Background: an optimization exercise with open tools, aiming at small area. Do not read the settings as production practice. In this exercise RTL edits were held to simulation tests only and were not proved equivalent to the original. The flow treats the clock pin as an ideal source, which a real chip does not have. Power is estimated from default activity; no workload was simulated.

== amber ==
## atm_code
module atm_code(input clk, input rst, input BTN3, BTN2, BTN1, input [3:0] SW,
                output reg [7:0] LED, output reg [6:0] digit4, digit3, digit2, digit1);
==> flow/config.mk <==
export PLATFORM = sky130hd
export DESIGN_NAME = atm_code
export DESIGN_NICKNAME = atm_code
export VERILOG_FILES = /design/flow/design.v
export SDC_FILE = /design/flow/constraint.sdc
export NUM_CORES = 4
export LEC_CHECK = 0
export CAP_MARGIN = 20
export CORE_MARGIN = 2
export CORE_UTILIZATION = 40
export SLEW_MARGIN = 20
==> flow/constraint.sdc <==
create_clock -name core_clock -period 5.0 [get_ports {clk}]
set_input_delay 1.0000 -clock core_clock [delete_from_list [all_inputs] [get_ports {clk}]]
set_output_delay 1.0000 -clock core_clock [all_outputs]
set_load 0.01 [all_outputs]
standard.sh (not shown) runs the stock make flow with config.mk's settings and CLKGATE_MAP_FILE= SYNTH_SCRIPT=/design/flow/synth_recipe.tcl, a recipe that flattens the netlist after the stock synthesis.
==> flow/flow/run.sh <==
#!/bin/bash
# Own layout flow: the standard synthesis, then the combinational logic between the
# standard synthesis's registers is re-mapped by ABC for area (registers, their names and
# cell types are kept as they are). ABC runs with several seeds and two mappers, in two
# rounds (the second starts from the first round's pick); of the netlists whose pre-layout
# worst slack is at least 1.2 ns, the smallest is kept (if none, the one with the best slack). Then the standard layout from floorplan on, with the port buffers
# made of the smallest buffer cell and a clock tree of few, small
# buffers (a clock buffer whose sinks see a slow clock slew after CTS is upsized).
set -euo pipefail
W=$(pwd)
R=$W/orfs/results/$FLOW_PLATFORM/atm_code/base
bash standard.sh synth > std_synth.log 2>&1
cp $R/1_2_yosys.v $W/synth_std.v
# candidates, round 1: ABC seeds 1-6 on the standard synthesis netlist, each mapped with amap
# and with &nf; round 2: seeds 7-12 on the best netlist of round 1. Four at a time.
run_cand() {  # run_cand NAME INPUT.v
  ABC_SCRIPT=$W/area_$1.abc SYNTH_IN=$2 RESYN_OUT=resyn_$1.v yosys -c flow/resyn.tcl > resyn_$1.log 2>&1
  NL=resyn_$1.v openroad -no_init -exit flow/sta.tcl > sta_$1.log 2>&1
}
run_all() {  # run_all INPUT.v NAMES...
  local in=$1 n=0; shift
  for C in "$@"; do
    run_cand $C $in &
    n=$((n + 1))
    if (( n % ${NUM_CORES:-4} == 0 )); then wait; fi
  done
  wait
}
pick() {  # pick NAMES... : the smallest netlist with pre-layout slack >= 1.2 ns, else the best slack
  for C in "$@"; do
    echo "$C $(grep 'Chip area' resyn_$C.log | tail -1 | awk '{print $NF}') $(grep WNS_NS sta_$C.log | awk '{print $2}')"
  done >> candidates.txt
  local b
  b=$(for C in "$@"; do grep "^$C " candidates.txt; done | awk 'NF == 3 && $3 >= 1.2' | sort -k2 -g | head -1 | awk '{print $1}')
  if [[ -z "$b" ]]; then b=$(for C in "$@"; do grep "^$C " candidates.txt; done | awk 'NF == 3' | sort -k3 -gr | head -1 | awk '{print $1}'); fi
  echo $b
}
: > candidates.txt
r1=""
for S in 1 2 3 4 5 6; do
  printf 'strash\n&get -n\n&deepsyn -J 50 -T 120 -S %s\n&put\ndch -f\namap\ntopo\n' $S > area_a$S.abc
  printf 'strash\n&get -n\n&deepsyn -J 50 -T 120 -S %s\n&dch -f\n&nf -R 1000\n&put\ntopo\n' $S > area_n$S.abc
  r1="$r1 a$S n$S"
done
run_all synth_std.v $r1
b1=$(pick $r1)
r2=""
for S in 7 8 9 10 11 12; do
  printf 'strash\n&get -n\n&deepsyn -J 50 -T 120 -S %s\n&put\ndch -f\namap\ntopo\n' $S > area_b$S.abc
  r2="$r2 b$S"
done
run_all resyn_$b1.v $r2
best=$(pick $b1 $r2)
echo "round 1 kept $b1; kept $best" > resyn_choice.txt
cp resyn_$best.v resyn.v
openroad -no_init -exit flow/mkodb.tcl > mkodb.log 2>&1
bash standard.sh $(cat flow/make_args.txt) POST_CTS_TCL=$W/flow/fix_clk.tcl BUFFER_PORTS_ARGS="-buffer_cell sky130_fd_sc_hd__buf_1" \
  CTS_ARGS="$(cat flow/cts_args.txt)" finish > std_finish.log 2>&1
==> flow/flow/make_args.txt <==
GPL_TIMING_DRIVEN=1
==> flow/flow/mkodb.tcl <==
# 1_synth.odb from the re-mapped netlist, as ORFS's synth_odb.tcl makes it from 1_2_yosys.v.
# A combinational cell of the smallest drive strength that drives many pins (the inverted
# reset, typically) is given the x4 cell of the same function, so that the later repair
# does not have to buffer its net.
set p $::env(FLOW_HOME)/platforms/sky130hd
set R orfs/results/$::env(FLOW_PLATFORM)/atm_code/base
read_lef $p/lef/sky130_fd_sc_hd.tlef
read_lef $p/lef/sky130_fd_sc_hd_merged.lef
read_liberty $p/lib/sky130_fd_sc_hd__tt_025C_1v80.lib
read_verilog resyn.v
link_design $::env(FLOW_TOP)
read_sdc $R/1_2_yosys.sdc
foreach net [get_nets *] {
  set loads [get_pins -quiet -of_objects $net -filter "direction == input"]
  if {[llength $loads] < 16} { continue }
  foreach drv [get_pins -quiet -of_objects $net -filter "direction == output"] {
    set inst [get_cells -of_objects $drv]
    set ref [get_property $inst ref_name]
    if {![regexp {^(sky130_fd_sc_hd__(inv|buf|nand2|nor2|and2|or2))_[012]$} $ref -> base]} { continue }
    if {[llength [get_lib_cells -quiet */${base}_4]] == 0} { continue }
    puts "upsizing [get_name $inst] $ref -> ${base}_4 (drives [llength $loads] pins of [get_name $net])"
    replace_cell $inst ${base}_4
  }
}
write_db $R/1_synth.odb
write_sdc -no_timestamp $R/1_synth.sdc
Other scripts of this flow, unchanged in this note and not shown: flow/flow/cts_args.txt, flow/flow/fix_clk.tcl, flow/flow/resyn.tcl, flow/flow/sta.tcl
Every stage of the flow completed for amber, and the final layout passed the timing, DRC and antenna checks.
The inputs of yarrow differ from those of amber as listed below.
==> flow/flow/make_args.txt <==
GPL_TIMING_DRIVEN=0
Of the two values seen for busiest layer in global routing, met1 was produced by amber and met2 by yarrow. yarrow and amber ended up with nearly the same leakage power summed over all cells. yarrow vs. amber: worst setup slack decreased by 0.034 ns relative to the old numbers; number of standard cells in the layout, taps in and fillers out closely matched the old numbers; power density over cell area decreased by about 1.1% relative to the old numbers; fraction of area in multi-input gates closely matched the old numbers.
For pepper, these inputs were changed with respect to yarrow:
==> flow/flow/make_args.txt <==
GPL_TIMING_DRIVEN=1
==> flow/flow/mkodb.tcl <==
# 1_synth.odb from the re-mapped netlist, as ORFS's synth_odb.tcl makes it from 1_2_yosys.v
set p $::env(FLOW_HOME)/platforms/sky130hd
set R orfs/results/$::env(FLOW_PLATFORM)/atm_code/base
read_lef $p/lef/sky130_fd_sc_hd.tlef
read_lef $p/lef/sky130_fd_sc_hd_merged.lef
read_liberty $p/lib/sky130_fd_sc_hd__tt_025C_1v80.lib
read_verilog resyn.v
link_design $::env(FLOW_TOP)
read_sdc $R/1_2_yosys.sdc
write_db $R/1_synth.odb
write_sdc -no_timestamp $R/1_synth.sdc
Results
- pepper ended with every stage complete and zero timing, DRC or antenna violations.
- Going from yarrow to pepper, pre-CTS worst setup slack went up by 0.11 ns, overall routed net length went up by about 3.8%, proportion of layout cells with a drive suffix above 1 went down by 0.45 points, sum of routed wire segments on met1 went up by about 5.4%.
- pepper vs. yarrow: data arrival time of the worst path went up by 0.08 ns.
- Looking at post-route cell area across yarrow and pepper, the one that comes out higher is pepper.
- Taking yarrow as the reference, in pepper global routing usage on met2 increased by 2.1 points relative to the old numbers; power drawn by the combinational cells increased by about 4% relative to the old numbers.
- Vias: pepper above yarrow
- Of yarrow and pepper, the run reporting the higher area overhead of the layout relative to synthesis was pepper.
- Achievable frequency delta (pepper -> yarrow): insignificant
> inputs changed (pepper -> lagoon)
-- flow/flow/mkodb.tcl --
<<< pepper, line 1
# 1_synth.odb from the re-mapped netlist, as ORFS's synth_odb.tcl makes it from 1_2_yosys.v
set p $::env(FLOW_HOME)/platforms/sky130hd
>>> lagoon, line 1
# 1_synth.odb from the re-mapped netlist, as ORFS's synth_odb.tcl makes it from 1_2_yosys.v.
# A combinational cell of the smallest drive strength that drives many pins (the inverted
# reset, typically) is given a stronger cell of the same function (inv_2, which is no
# larger than inv_1, or the x4 cell), and a flip-flop whose output drives many pins gets
# its x2 cell (the same type, a larger drive strength), so that the later repair does not
# have to buffer their nets.
set p $::env(FLOW_HOME)/platforms/sky130hd
<<< pepper, line 9
read_sdc $R/1_2_yosys.sdc
write_db $R/1_synth.odb
>>> lagoon, line 14
read_sdc $R/1_2_yosys.sdc
foreach net [get_nets *] {
  set loads [get_pins -quiet -of_objects $net -filter "direction == input"]
  if {[llength $loads] < 12} { continue }
  foreach drv [get_pins -quiet -of_objects $net -filter "direction == output"] {
    set inst [get_cells -of_objects $drv]
    set ref [get_property $inst ref_name]
    if {[regexp {^(sky130_fd_sc_hd__(dfrtp|dfxtp))_1$} $ref -> base]} {
      set new ${base}_2
    } elseif {[regexp {^sky130_fd_sc_hd__inv_[01]$} $ref]} {
      set new sky130_fd_sc_hd__inv_2
    } elseif {[regexp {^(sky130_fd_sc_hd__(buf|nand2|nor2|and2|or2))_[012]$} $ref -> base]} {
      set new ${base}_4
    } else {
      continue
    }
    if {[llength [get_lib_cells -quiet */$new]] == 0} { continue }
    puts "upsizing [get_name $inst] $ref -> $new (drives [llength $loads] pins of [get_name $net])"
    replace_cell $inst $new
  }
}
write_db $R/1_synth.odb
==> comparison <==
On power consumption, pepper and lagoon are basically level. Between lagoon and pepper, the upper clock frequency limit does not differ in any meaningful way. The power of the clock network in lagoon was lower than what pepper gave. The run showing the smaller core utilization is lagoon. lagoon vs. pepper: routed wire length on met3 went up by 1.2%. On die footprint, pepper tracks lagoon almost exactly.


07-21:
Another version of the RTL of atm_code (not shown whole).
Size: ~45 I/O pins, roughly 0.0026 mm² of cells after synthesis.
clock: 5.0 ns
lec_check: 0
cap_margin: 20
core_margin: 2
core_utilization: 40
slew_margin: 20
==> flow/flow/mkodb.tcl <==
# 1_synth.odb from the re-mapped netlist, as ORFS's synth_odb.tcl makes it from 1_2_yosys.v.
# A combinational cell of the smallest drive strength that drives many pins (the inverted
# reset, typically) is given the x4 cell of the same function, so that the later repair
# does not have to buffer its net.
set p $::env(FLOW_HOME)/platforms/sky130hd
set R orfs/results/$::env(FLOW_PLATFORM)/atm_code/base
read_lef $p/lef/sky130_fd_sc_hd.tlef
read_lef $p/lef/sky130_fd_sc_hd_merged.lef
read_liberty $p/lib/sky130_fd_sc_hd__tt_025C_1v80.lib
read_verilog resyn.v
link_design $::env(FLOW_TOP)
read_sdc $R/1_2_yosys.sdc
foreach net [get_nets *] {
  set loads [get_pins -quiet -of_objects $net -filter "direction == input"]
  if {[llength $loads] < 16} { continue }
  foreach drv [get_pins -quiet -of_objects $net -filter "direction == output"] {
    set inst [get_cells -of_objects $drv]
    set ref [get_property $inst ref_name]
    if {![regexp {^(sky130_fd_sc_hd__(inv|buf|nand2|nor2|and2|or2))_[012]$} $ref -> base]} { continue }
    if {[llength [get_lib_cells -quiet */${base}_4]] == 0} { continue }
    puts "upsizing [get_name $inst] $ref -> ${base}_4 (drives [llength $loads] pins of [get_name $net])"
    replace_cell $inst ${base}_4
  }
}
write_db $R/1_synth.odb
write_sdc -no_timestamp $R/1_synth.sdc
Scripts as last shown in full above: flow/flow/run.sh
Other scripts of this flow, unchanged in this note and not shown: flow/flow/cts_args.txt, flow/flow/fix_clk.tcl, flow/flow/make_args.txt, flow/flow/resyn.tcl, flow/flow/sta.tcl
07-21: no failed stages, no open violations at the end
Input-level comparison between 06-20 and 07-21:
==> flow/flow/mkodb.tcl <==
# 1_synth.odb from the re-mapped netlist, as ORFS's synth_odb.tcl makes it from 1_2_yosys.v
set p $::env(FLOW_HOME)/platforms/sky130hd
set R orfs/results/$::env(FLOW_PLATFORM)/atm_code/base
read_lef $p/lef/sky130_fd_sc_hd.tlef
read_lef $p/lef/sky130_fd_sc_hd_merged.lef
read_liberty $p/lib/sky130_fd_sc_hd__tt_025C_1v80.lib
read_verilog resyn.v
link_design $::env(FLOW_TOP)
read_sdc $R/1_2_yosys.sdc
write_db $R/1_synth.odb
write_sdc -no_timestamp $R/1_synth.sdc
[summary]
On synthesized cell area, 06-20 tracks 07-21 almost exactly.
In terms of worst-skew pair later-pin latency, 06-20 and 07-21 differ only marginally.
There was hardly any difference in required time of the critical path between 07-21 and 06-20.
On 06-20: global-route track usage on met3 is 0.29 points higher than what 07-21 gave.
Between 06-20 and 07-21, the difference in final area is negligible.
As of 06-20, maximum frequency from static timing analysis had fallen slightly compared to 07-21.
The worst-case hold slack in 06-20 sits 4.8 ps above the value recorded for 07-21.
06-20: worst reg-to-reg setup slack 20 ps below 07-21
Global-route usage was higher in the run labelled 06-20.


Another version of the RTL of atm_code (not shown whole).
For scale: roughly 45 I/O pins, ~0.0026 mm² of cells after synthesis.
export LEC_CHECK = 0
export CAP_MARGIN = 20
export CORE_MARGIN = 2
export CORE_UTILIZATION = 40
export SLEW_MARGIN = 20
create_clock -name core_clock -period 5.0 [get_ports {clk}]
==> flow/flow/run.sh <==
#!/bin/bash
# Own layout flow: the standard synthesis, then the combinational logic between the
# standard synthesis's registers is re-mapped by ABC for area (registers, their names and
# cell types are kept as they are; three ABC runs with different seeds, the smallest is
# kept), then the standard layout from floorplan on, with the port buffers made of the
# smallest buffer cell and a clock tree of few, small buffers.
set -euo pipefail
W=$(pwd)
R=$W/orfs/results/$FLOW_PLATFORM/atm_code/base
bash standard.sh synth > std_synth.log 2>&1
cp $R/1_2_yosys.v $W/synth_std.v
for S in 1 2 3; do
  printf 'strash\n&get -n\n&deepsyn -T 30 -S %s\n&put\ndch -f\namap\ntopo\n' $S > area_$S.abc
  ABC_SCRIPT=$W/area_$S.abc RESYN_OUT=resyn_$S.v yosys -c flow/resyn.tcl > resyn_$S.log 2>&1 &
done
wait
best=$(for S in 1 2 3; do echo "$(grep 'Chip area' resyn_$S.log | tail -1 | awk '{print $NF}') $S"; done | sort -g | head -1 | awk '{print $2}')
echo "kept seed $best" > resyn_choice.txt
cp resyn_$best.v resyn.v
openroad -no_init -exit flow/mkodb.tcl > mkodb.log 2>&1
bash standard.sh $(cat flow/make_args.txt) BUFFER_PORTS_ARGS="-buffer_cell sky130_fd_sc_hd__buf_1" \
  CTS_ARGS="$(cat flow/cts_args.txt)" finish > std_finish.log 2>&1
==> flow/flow/cts_args.txt <==
-buf_list sky130_fd_sc_hd__clkbuf_4 -root_buf sky130_fd_sc_hd__clkbuf_8 -sink_clustering_enable -dont_use_dummy_load
==> flow/flow/make_args.txt <==
GPL_TIMING_DRIVEN=1
==> flow/flow/resyn.tcl <==
# Re-map the combinational logic of the standard synthesis netlist; registers stay.
set lib $::env(FLOW_HOME)/platforms/sky130hd/lib/sky130_fd_sc_hd__tt_025C_1v80.lib
set du {-dont_use *probe* -dont_use *lpflow* -dont_use *clkbuf* -dont_use *clkinv* -dont_use *dlygate* -dont_use *clkdly*}
yosys read_liberty -ignore_miss_func -ignore_miss_dir $lib
yosys read_verilog synth_std.v
yosys hierarchy -top $::env(FLOW_TOP)
yosys blackbox sky130_fd_sc_hd__df* sky130_fd_sc_hd__edf* sky130_fd_sc_hd__sdf* sky130_fd_sc_hd__dl*
yosys flatten
yosys rename -hide w:*.*
yosys opt -full
yosys read_liberty -lib -overwrite -ignore_miss_func -ignore_miss_dir $lib
yosys abc -liberty $lib {*}$du -script $::env(ABC_SCRIPT)
yosys setundef -zero
yosys splitnets
yosys rename -hide w:*.*
yosys opt_clean -purge
yosys hilomap -singleton -hicell sky130_fd_sc_hd__conb_1 HI -locell sky130_fd_sc_hd__conb_1 LO
yosys insbuf -buf sky130_fd_sc_hd__buf_4 A X
yosys check -assert -mapped
yosys stat -liberty $lib
yosys write_verilog -noattr -nohex -nodec $::env(RESYN_OUT)
Other scripts of this flow, unchanged in this note and not shown: flow/flow/mkodb.tcl
Edit:
==> flow/flow/make_args.txt (replaced) <==
GPL_TIMING_DRIVEN=1 CORE_UTILIZATION=55 PLACE_DENSITY=0.75
=>
- final area falls by about 10%
- global-route usage rises by 5.1 points
- worst hold slack loses 0.0034 ns
- via count falls by about 2.7%
- worst setup slack gains 0.047 ns
Edit:
==> flow/flow/run.sh (replaced) <==
#!/bin/bash
# Own layout flow: the standard synthesis, then the combinational logic between the
# standard synthesis's registers is re-mapped by ABC for area (registers, their names and
# cell types are kept as they are), then the standard layout from floorplan on, with
# the port buffers made of the smallest buffer cell and a clock tree of few, small buffers.
set -euo pipefail
W=$(pwd)
R=$W/orfs/results/$FLOW_PLATFORM/atm_code/base
bash standard.sh synth > std_synth.log 2>&1
cp $R/1_2_yosys.v $W/synth_std.v
yosys -c flow/resyn.tcl > resyn.log 2>&1
openroad -no_init -exit flow/mkodb.tcl > mkodb.log 2>&1
bash standard.sh $(cat flow/make_args.txt) BUFFER_PORTS_ARGS="-buffer_cell sky130_fd_sc_hd__buf_1" \
  CTS_ARGS="$(cat flow/cts_args.txt)" finish > std_finish.log 2>&1
==> flow/flow/area.abc (new file) <==
strash
&get -n
&deepsyn -T 20
&put
dch -f
amap
topo
==> flow/flow/cts_args.txt (replaced) <==
-buf_list sky130_fd_sc_hd__clkbuf_4 -root_buf sky130_fd_sc_hd__clkbuf_8 -sink_clustering_enable -sink_clustering_size 10 -dont_use_dummy_load
==> flow/flow/make_args.txt (replaced) <==
GPL_TIMING_DRIVEN=0
--- a/flow/flow/resyn.tcl
+++ b/flow/flow/resyn.tcl
@@ -7,11 +7,9 @@
 yosys blackbox sky130_fd_sc_hd__df* sky130_fd_sc_hd__edf* sky130_fd_sc_hd__sdf* sky130_fd_sc_hd__dl*
 yosys flatten
-yosys rename -hide w:*.*
 yosys opt -full
 yosys read_liberty -lib -overwrite -ignore_miss_func -ignore_miss_dir $lib
-yosys abc -liberty $lib {*}$du -script $::env(ABC_SCRIPT)
+yosys abc -liberty $lib {*}$du -script flow/area.abc
 yosys setundef -zero
 yosys splitnets
-yosys rename -hide w:*.*
 yosys opt_clean -purge
 yosys hilomap -singleton -hicell sky130_fd_sc_hd__conb_1 HI -locell sky130_fd_sc_hd__conb_1 LO
@@ -19,3 +17,3 @@
 yosys check -assert -mapped
 yosys stat -liberty $lib
-yosys write_verilog -noattr -nohex -nodec $::env(RESYN_OUT)
+yosys write_verilog -noattr -nohex -nodec resyn.v
Utilization fell by 20 points.
Setup slack gets better by 0.23 ns.
Final area rose by 8.0%.
Synthesized area rose by 12%.
Hold slack gets worse by 0.0081 ns.
Edit:
==> flow/flow/cts_args.txt (replaced) <==
-buf_list sky130_fd_sc_hd__clkbuf_4 -root_buf sky130_fd_sc_hd__clkbuf_4 -sink_clustering_enable -sink_clustering_size 10 -dont_use_dummy_load
--- a/flow/flow/resyn.tcl
+++ b/flow/flow/resyn.tcl
@@ -7,4 +7,5 @@
 yosys blackbox sky130_fd_sc_hd__df* sky130_fd_sc_hd__edf* sky130_fd_sc_hd__sdf* sky130_fd_sc_hd__dl*
 yosys flatten
+yosys rename -hide w:*.*
 yosys opt -full
 yosys read_liberty -lib -overwrite -ignore_miss_func -ignore_miss_dir $lib
@@ -12,4 +13,5 @@
 yosys setundef -zero
 yosys splitnets
+yosys rename -hide w:*.*
 yosys opt_clean -purge
 yosys hilomap -singleton -hicell sky130_fd_sc_hd__conb_1 HI -locell sky130_fd_sc_hd__conb_1 LO
=>
- The new run passed the timing, DRC and antenna checks
- worst hold slack is better by 0.018 ns
- clock-buffer cell count stays the same
- die area fell by 8.9%
- total power fell by about 17%
- clock skew decreases by 0.0074 ns
- wire length shrinks by 1.1%
- final area went down by 8.1%
Edit:
--- a/flow/flow/run.sh
+++ b/flow/flow/run.sh
@@ -11,4 +11,4 @@
 yosys -c flow/resyn.tcl > resyn.log 2>&1
 openroad -no_init -exit flow/mkodb.tcl > mkodb.log 2>&1
-bash standard.sh $(cat flow/make_args.txt) BUFFER_PORTS_ARGS="-buffer_cell sky130_fd_sc_hd__buf_1" \
+bash standard.sh BUFFER_PORTS_ARGS="-buffer_cell sky130_fd_sc_hd__buf_1" \
   CTS_ARGS="$(cat flow/cts_args.txt)" finish > std_finish.log 2>&1
==> flow/flow/cts_args.txt (replaced) <==
-buf_list sky130_fd_sc_hd__clkbuf_4 -root_buf sky130_fd_sc_hd__clkbuf_4 -sink_clustering_enable -dont_use_dummy_load
--- a/flow/flow/resyn.tcl
+++ b/flow/flow/resyn.tcl
@@ -7,5 +7,4 @@
 yosys blackbox sky130_fd_sc_hd__df* sky130_fd_sc_hd__edf* sky130_fd_sc_hd__sdf* sky130_fd_sc_hd__dl*
 yosys flatten
-yosys rename -hide w:*.*
 yosys opt -full
 yosys read_liberty -lib -overwrite -ignore_miss_func -ignore_miss_dir $lib
@@ -13,5 +12,4 @@
 yosys setundef -zero
 yosys splitnets
-yosys rename -hide w:*.*
 yosys opt_clean -purge
 yosys hilomap -singleton -hicell sky130_fd_sc_hd__conb_1 HI -locell sky130_fd_sc_hd__conb_1 LO
removed: flow/flow/make_args.txt
Routed wire length hardly moves.
Worst setup slack gets better by 0.051 ns.
Flip-flop and latch count does not change.
Fmax came out higher by 1.1%.
Edit:
--- a/flow/flow/run.sh
+++ b/flow/flow/run.sh
@@ -11,4 +11,4 @@
 yosys -c flow/resyn.tcl > resyn.log 2>&1
 openroad -no_init -exit flow/mkodb.tcl > mkodb.log 2>&1
-bash standard.sh BUFFER_PORTS_ARGS="-buffer_cell sky130_fd_sc_hd__buf_1" \
+bash standard.sh $(cat flow/make_args.txt) BUFFER_PORTS_ARGS="-buffer_cell sky130_fd_sc_hd__buf_1" \
   CTS_ARGS="$(cat flow/cts_args.txt)" finish > std_finish.log 2>&1
==> flow/flow/cts_args.txt (replaced) <==
-buf_list sky130_fd_sc_hd__clkbuf_4 -root_buf sky130_fd_sc_hd__clkbuf_4 -sink_clustering_enable -sink_clustering_max_diameter 40 -dont_use_dummy_load
==> flow/flow/make_args.txt (new file) <==
GPL_TIMING_DRIVEN=0
Effect: The new run passed the timing, DRC and antenna checks. Worst setup slack is better by 0.0077 ns. Final area is higher by about 10%. Cell count is higher by 6.2%.

afterwards: timing with drivers on the ports:
How much do the figures lean on ideal ports? The routed layouts below were timed once more, with nothing changed but the port constraints.
Step 1 (the two cells are an assumption about what drives the block):
set clk [get_ports {clk}]
set_driving_cell -lib_cell sky130_fd_sc_hd__clkbuf_16 $clk
set_driving_cell -lib_cell sky130_fd_sc_hd__buf_2 [delete_from_list [all_inputs] $clk]
Step 2 times the ports against the registers' clock, not the clock port: input delays grow and output delays shrink by t, the midpoint of the rising clock arrivals with the driver on.
Slacks: ideal ports / drivers / drivers and shift; pairs: ideal ports / drivers.
run	t (ns)	slack for setup (ns)	hold WS [ns]
amber	0.360	0.591 / 0.591 / 0.591	0.454 / 0.454 / 0.454
yarrow	0.355	0.557 / 0.557 / 0.557	0.450 / 0.450 / 0.450
pepper	0.357	0.552 / 0.552 / 0.552	0.446 / 0.446 / 0.446
lagoon	0.353	0.562 / 0.562 / 0.562	0.447 / 0.447 / 0.447
07-21	0.362	0.759 / 0.759 / 0.759	0.427 / 0.427 / 0.427
06-20	0.347	0.735 / 0.735 / 0.735	0.432 / 0.432 / 0.432
the first run of note 3	0.322	0.166 / 0.166 / 0.166	0.462 / 0.462 / 0.462
the second run of note 3	0.318	0.213 / 0.213 / 0.213	0.458 / 0.458 / 0.458
the third run of note 3	0.307	0.441 / 0.441 / 0.441	0.450 / 0.450 / 0.450
the fourth run of note 3	0.356	0.398 / 0.398 / 0.398	0.468 / 0.468 / 0.468
the fifth run of note 3	0.362	0.449 / 0.449 / 0.449	0.451 / 0.451 / 0.451
the sixth run of note 3	0.356	0.457 / 0.457 / 0.457	0.463 / 0.463 / 0.463
After both steps setup and hold are still met in every run listed.
